Context: an optimization exercise on an open-source flow, tuned for small area. The choices shown serve that exercise and are no tape-out recipe.
The RTL was checked by simulation tests, not by an equivalence proof against the original design.
No activity file was given, so power comes from the tool's default toggle rates.

[flow/design.v]
`timescale 1ns/1ps
module profir(
	input 			clock,
	input 			reset,
	input signed  [15:0] 	datain,
	input			din_enable,
	output         [5:0] 	coeffaddress,
	input signed  [35:0]	coeff0,
	input signed  [35:0]	coeff1,
	input signed  [35:0]	coeff2,
	input signed  [35:0]	coeff3,
	input signed  [35:0]	coeff4,
	input signed  [35:0]	coeff5,
	input signed  [35:0]	coeff6,
	input signed  [35:0]	coeff7,
	output signed [15:0]  dataout0,
	output signed [15:0]  dataout1,
	output signed [15:0]  dataout2,
	output signed [15:0]  dataout3,
	output signed [15:0]  dataout4,
	output signed [15:0]  dataout5,
	output signed [15:0]  dataout6,
	output signed [15:0]  dataout7
);
reg [15:0] ring [0:127];
reg [15:0] newx;
reg [6:0] tapidx;
reg [7:0] nvalid;
reg [6:0] remain;
reg [31:0] acc0, acc1, acc2, acc3, acc4, acc5, acc6, acc7;
wire [6:0] j = tapidx + {6'd0, din_enable};
wire [7:0] nv = nvalid + {7'd0, din_enable};
wire jzero = (j == 7'd0);
wire [15:0] xnew = din_enable ? datain : newx;
wire [15:0] xm = jzero ? xnew : ring[127];
wire active = din_enable | (remain != 7'd0);
wire use_x = active & ({1'b0, j} < nv);
wire signed [15:0] x = use_x ? xm : 16'd0;
wire busy_next = din_enable | (remain > 7'd1);
wire [6:0] jm1 = j - 7'd1;
wire [6:0] jnext = busy_next ? jm1 : j;
assign coeffaddress = jnext[6:1];
wire hi = j[0];
wire signed [17:0] c0 = hi ? coeff0[35:18] : coeff0[17:0];
wire signed [17:0] c1 = hi ? coeff1[35:18] : coeff1[17:0];
wire signed [17:0] c2 = hi ? coeff2[35:18] : coeff2[17:0];
wire signed [17:0] c3 = hi ? coeff3[35:18] : coeff3[17:0];
wire signed [17:0] c4 = hi ? coeff4[35:18] : coeff4[17:0];
wire signed [17:0] c5 = hi ? coeff5[35:18] : coeff5[17:0];
wire signed [17:0] c6 = hi ? coeff6[35:18] : coeff6[17:0];
wire signed [17:0] c7 = hi ? coeff7[35:18] : coeff7[17:0];
wire signed [33:0] p0 = x * c0;
wire signed [33:0] p1 = x * c1;
wire signed [33:0] p2 = x * c2;
wire signed [33:0] p3 = x * c3;
wire signed [33:0] p4 = x * c4;
wire signed [33:0] p5 = x * c5;
wire signed [33:0] p6 = x * c6;
wire signed [33:0] p7 = x * c7;
wire keep = ~din_enable;
integer i;
always @(posedge clock)
begin
	for (i = 127; i > 0; i = i - 1)
		ring[i] <= ring[i-1];
	ring[0] <= xm;
	if (din_enable)
		newx <= datain;
	acc0 <= (keep ? acc0 : 32'd0) + p0[31:0];
	acc1 <= (keep ? acc1 : 32'd0) + p1[31:0];
	acc2 <= (keep ? acc2 : 32'd0) + p2[31:0];
	acc3 <= (keep ? acc3 : 32'd0) + p3[31:0];
	acc4 <= (keep ? acc4 : 32'd0) + p4[31:0];
	acc5 <= (keep ? acc5 : 32'd0) + p5[31:0];
	acc6 <= (keep ? acc6 : 32'd0) + p6[31:0];
	acc7 <= (keep ? acc7 : 32'd0) + p7[31:0];
	if (reset) begin
		tapidx <= 7'd64;
		nvalid <= 8'd0;
		remain <= 7'd0;
	end else begin
		tapidx <= jm1;
		if (din_enable) begin
			if (!nvalid[7])
				nvalid <= nvalid + 8'd1;
			remain <= 7'd127;
		end else if (remain != 7'd0)
			remain <= remain - 7'd1;
	end
end
assign dataout0 = acc0[31:16];
assign dataout1 = acc1[31:16];
assign dataout2 = acc2[31:16];
assign dataout3 = acc3[31:16];
assign dataout4 = acc4[31:16];
assign dataout5 = acc5[31:16];
assign dataout6 = acc6[31:16];
assign dataout7 = acc7[31:16];
endmodule
[flow/run.sh]
#!/bin/bash
# synth_recipe.tcl (not shown) runs the flow's synth.tcl, then flattens the netlist and writes it again
# the make line also repeats each setting of config.mk as NAME=value (left out here)
make -C /OpenROAD-flow-scripts/flow DESIGN_CONFIG=/design/flow/config.mk WORK_HOME=/design/flow/orfs CLKGATE_MAP_FILE= SYNTH_SCRIPT=/design/flow/synth_recipe.tcl finish
[flow/config.mk]
export PLATFORM = sky130hd
export DESIGN_NAME = profir
export DESIGN_NICKNAME = profir
export VERILOG_FILES = /design/flow/design.v
export SDC_FILE = /design/flow/constraint.sdc
export NUM_CORES = 4
export LEC_CHECK = 0
export CAP_MARGIN = 20
export CORE_MARGIN = 2
export CORE_UTILIZATION = 40
export SLEW_MARGIN = 20
[flow/constraint.sdc]
create_clock -name core_clock -period 13.0 [get_ports {clock}]
set_input_delay 2.6000 -clock core_clock [delete_from_list [all_inputs] [get_ports {clock}]]
set_output_delay 2.6000 -clock core_clock [all_outputs]
set_load 0.01 [all_outputs]
==> out/metrics.yaml <==
layout:
  final_cell_mix: "2794 x inv_1, 2448 x fa_1, 2342 x dfxtp_1"
  drive_gt1_share_pct: 6.25
  mostFrequentLayoutCell: "inv_1"
  final_cell_area_um2: 160000
  area_growth_pct: 13.1
  fill_cells: 33137
  layout.nets: 17153
  multi_input_area_um2: 82000
  seqCellArea_um2: 46900
power:
  max-vdd-ir-drop_uv: 157
  switching_share_pct: 27.2
  power.share.sequential_pct: 44.8
  p_int_mw: 12.3
  clkPwrFrac_pct: 40.0
  powerDensity_nw_per_um2: 106
  leakage_nw: 77.9
  power.switching_mw: 4.61
  combPwrFrac_pct: 15.2
detailed_routing:
  vias: 87167
  drc: 0
  ant_nets: 0
  wl_mm: 367
  drt_iter0_drc: 5311
  wl_per_cell_um: 19.8
  dr.pass1.iters: 6
  viasPerCell: 4.70
yosys:
  synthArstFlopShare_pct: 0
  yosysTopAreaCell: "fa_1"
  synth_top_flop_cell: "dfxtp_1"
  synth_top_family_by_area: "adder cells"
  synth-edff-count: 0
  synth_seq_cells: 2342
  synth_xor_area_share_pct: 2.25
  synth_area_um2: 141000
  synthCells: 13119
  synth_top_cell_area_share_pct: 34.6
  synth.area.mux_share_pct: 2.36
  ys_top_cells_by_area: "fa_1 35%, dfxtp_1 33%, inv_1 7.4%"
  postSynthNetCount: 16664
  syn-mean-instance-area_um2: 10.8
  ys_seq_area_share_pct: 33.1
  synth.distinct_cells: 72
  synth-simple-area-share_pct: 8.94
  synthAdderAreaFrac_pct: 41.6
  yosys_warnings: 2
  synth_compound_area_share_pct: 2.63
sta:
  tightest_slew_ns: 1.15
  rsz0062_at_grt: "no"
  period_share_pct: 87.2
  finalClockSkew_ns: 0.116
  maxClockFrequency_mhz: 88.2
  hold_viol: 0
  setup_viol: 0
  min_period_ns: 11.34
  tns_ns: 0
  slew-limit-headroom_pct: 21.3
  drv_slew: 0
worst_setup_path:
  timing.critical_path.slowest_cell_delay_ns: 0.52
  endpoint_kind: "register"
  path_buf_inv: 8
  worstSetupPathType: "in2reg"
  crit_arrival_ns: 12.12
  required_ns: 13.78
  slowest_stage: "fa_1"
  cp_top_family: "adder cells"
  startpoint_type: "input pin"
  worstPathMaxFanout: 44
clock_network:
  post-cts-setup-buffers: 0
  clk_path_buf_depth: 4
  clockRootBuffer: "clkbuf_16"
  cts.htree.levels: 4
  numCtsBuffers: 231
  cts.sinks: 2342
  ctsResizeCount: 0
  worstSkewPairLatency_ns: 0.96
  cts_tree: "yes"
  cts.clk_slew.worst_paths_ns: 0.06
  hold_buffers: 0
hold_path:
  hold_class: "reg2reg"
die:
  coreArea_um2: 352000
  boundaryPins: 441
  die_w_um: 599
  die_h_um: 599
  start_util_pct: 40.1
  row_count: 218
  fp.dieArea_um2: 358000
global_route:
  grt.total_usage_pct: 21.0
  grt_pass1_vias: 93608
  grt-ovfl-total: 0
  grt_antenna_before_repair: 56
  grt_pass1_wl_mm: 567
  grt_start_max_net_pins: 106
placed_design:
  io_buffers: 440
  placed_area_um2: 152000
  finalWeightedCongestion: 0.885
  dp_hpwl_mm: 288
status:
  status: "complete, no violations"
job:
  drv_cap: 0
[registers in the layout, summed over array words and instances, names as in the netlist]
| register | flops |
|---|---|
| acc4 | 32 |
| acc0 | 32 |
| tapidx | 7 |
| nvalid | 8 |
| acc3 | 32 |
| acc6 | 32 |
| acc1 | 32 |
| remain | 7 |
| newx | 16 |
| acc5 | 32 |
| ring | 2048 |
| acc7 | 32 |
| acc2 | 32 |
[power by group through the flow]
stage / clock network, mW / registers (mW) / logic, mW
6_report: 6.77 / 7.59 / 2.57
5_1_grt: 7.28 / 7.62 / 2.81
4_1_cts: 7.00 / 7.60 / 2.60
2_1_floorplan: 0 / 7.68 / 1.55
3_3_place_gp: 0 / 7.75 / 2.57
3_5_place_dp: 0 / 7.75 / 2.58
[layout make-up]
cell class,count,area share [%]
clock inverter,104,0.762
antenna,30,0.0469
multi-input combinational,7517,51.3
inverter,2795,6.56
sequential,2342,29.3
clock buffer,317,4.09
tap,4730,3.70
timing repair buffer,721,4.25
[cell families (layout without fill, tap and decap cells)]
kind of cell	count (synthesis)	after routing
other	0	30
xor gates and xnor gates	363	363
AOI/OAI and AO/OA	576	576
DFF	2342	2342
and+or+nand+nor	3027	3027
adders and majority gates	3238	3238
buffers and inverters	3260	3937
muxes	313	313
[stage by stage]
step / setup WS [ns] / power (mW) / utilization [%] / cells / hold WS, ns
6_report: 1.66 / 16.9 / 45.4 / 18556 / 0.263
5_1_grt: 1.25 / 17.7 / 45.4 / 18537 / 0.254
4_1_cts: 1.79 / 17.2 / 45.4 / 18526 / 0.256
3_5_place_dp: 0.796 / 10.3 / 43.2 / 18105 / 0.312
3_3_place_gp: 0.866 / 10.3 / 43.2 / 18104 / 0.310
2_1_floorplan: 2.06 / 9.23 / - / 13119 / 0.310
[synthesized netlist by cell type, types with 35 or more instances]
cell type,n
o21ai_0,101
dfxtp_1,2342
inv_1,2795
o21a_1,38
mux2i_1,146
nand2_1,1188
mux2_2,111
a21o_1,92
buf_1,50
nand3_1,35
clkbuf_1,250
mux2_1,56
nand2b_1,54
a21oi_1,182
buf_4,129
ha_1,790
xnor2_1,285
nor2b_1,288
xor2_1,78
nor2_1,1320
fa_1,2448
[per-layer routing]
| layer | global-route usage (%) | vias to the layer above | part of all wire (%) |
|---|---|---|---|
| met3 | 3.88 | 758 | 6.9 |
| met5 | 0 | - | 0.029 |
| met4 | 9.15 | 22 | 5.2 |
| met2 | 34.0 | 2770 | 46 |
| li1 | - | 39531 | - |
| met1 | 27.5 | 44086 | 42 |
[worst paths after layout]
check / startpoint / end / slack [ns] / cells after the start
hold reg to reg: ring[49][15] / ring[50][15] / 0.26 / 0
setup reg to reg: tapidx[0] / acc0[30] / 3.19 / 34
hold / removal: ring[49][15] / ring[50][15] / 0.26 / 0
setup / recovery: din_enable / acc0[30] / 1.66 / 35

[separate check: timing with driven ports]
In the flow no input, the clock included, has a driving cell. The finished layout below was timed again as built, in two steps. Step 1, drivers: a clkbuf_16 drives clock and a buf_2 each remaining input, both assumed. Step 2 moves the port delays by t, midway between the first and last clock arrival at a register: inputs arrive t later, outputs are due t later. That takes back most of the time a late clock gives input paths. Three values: no drivers, after step 1, after step 2; two values: the first two.
shift t [ns]: 1.000
setup WS [ns]: 1.660 / 1.712 / 0.712
worst slew at a driven data input, ns: 0.22
After both steps setup and hold are still met in this run. For this run, drivers alone change the setup slack by +0.052 ns; drivers and shift together by -0.948 ns.
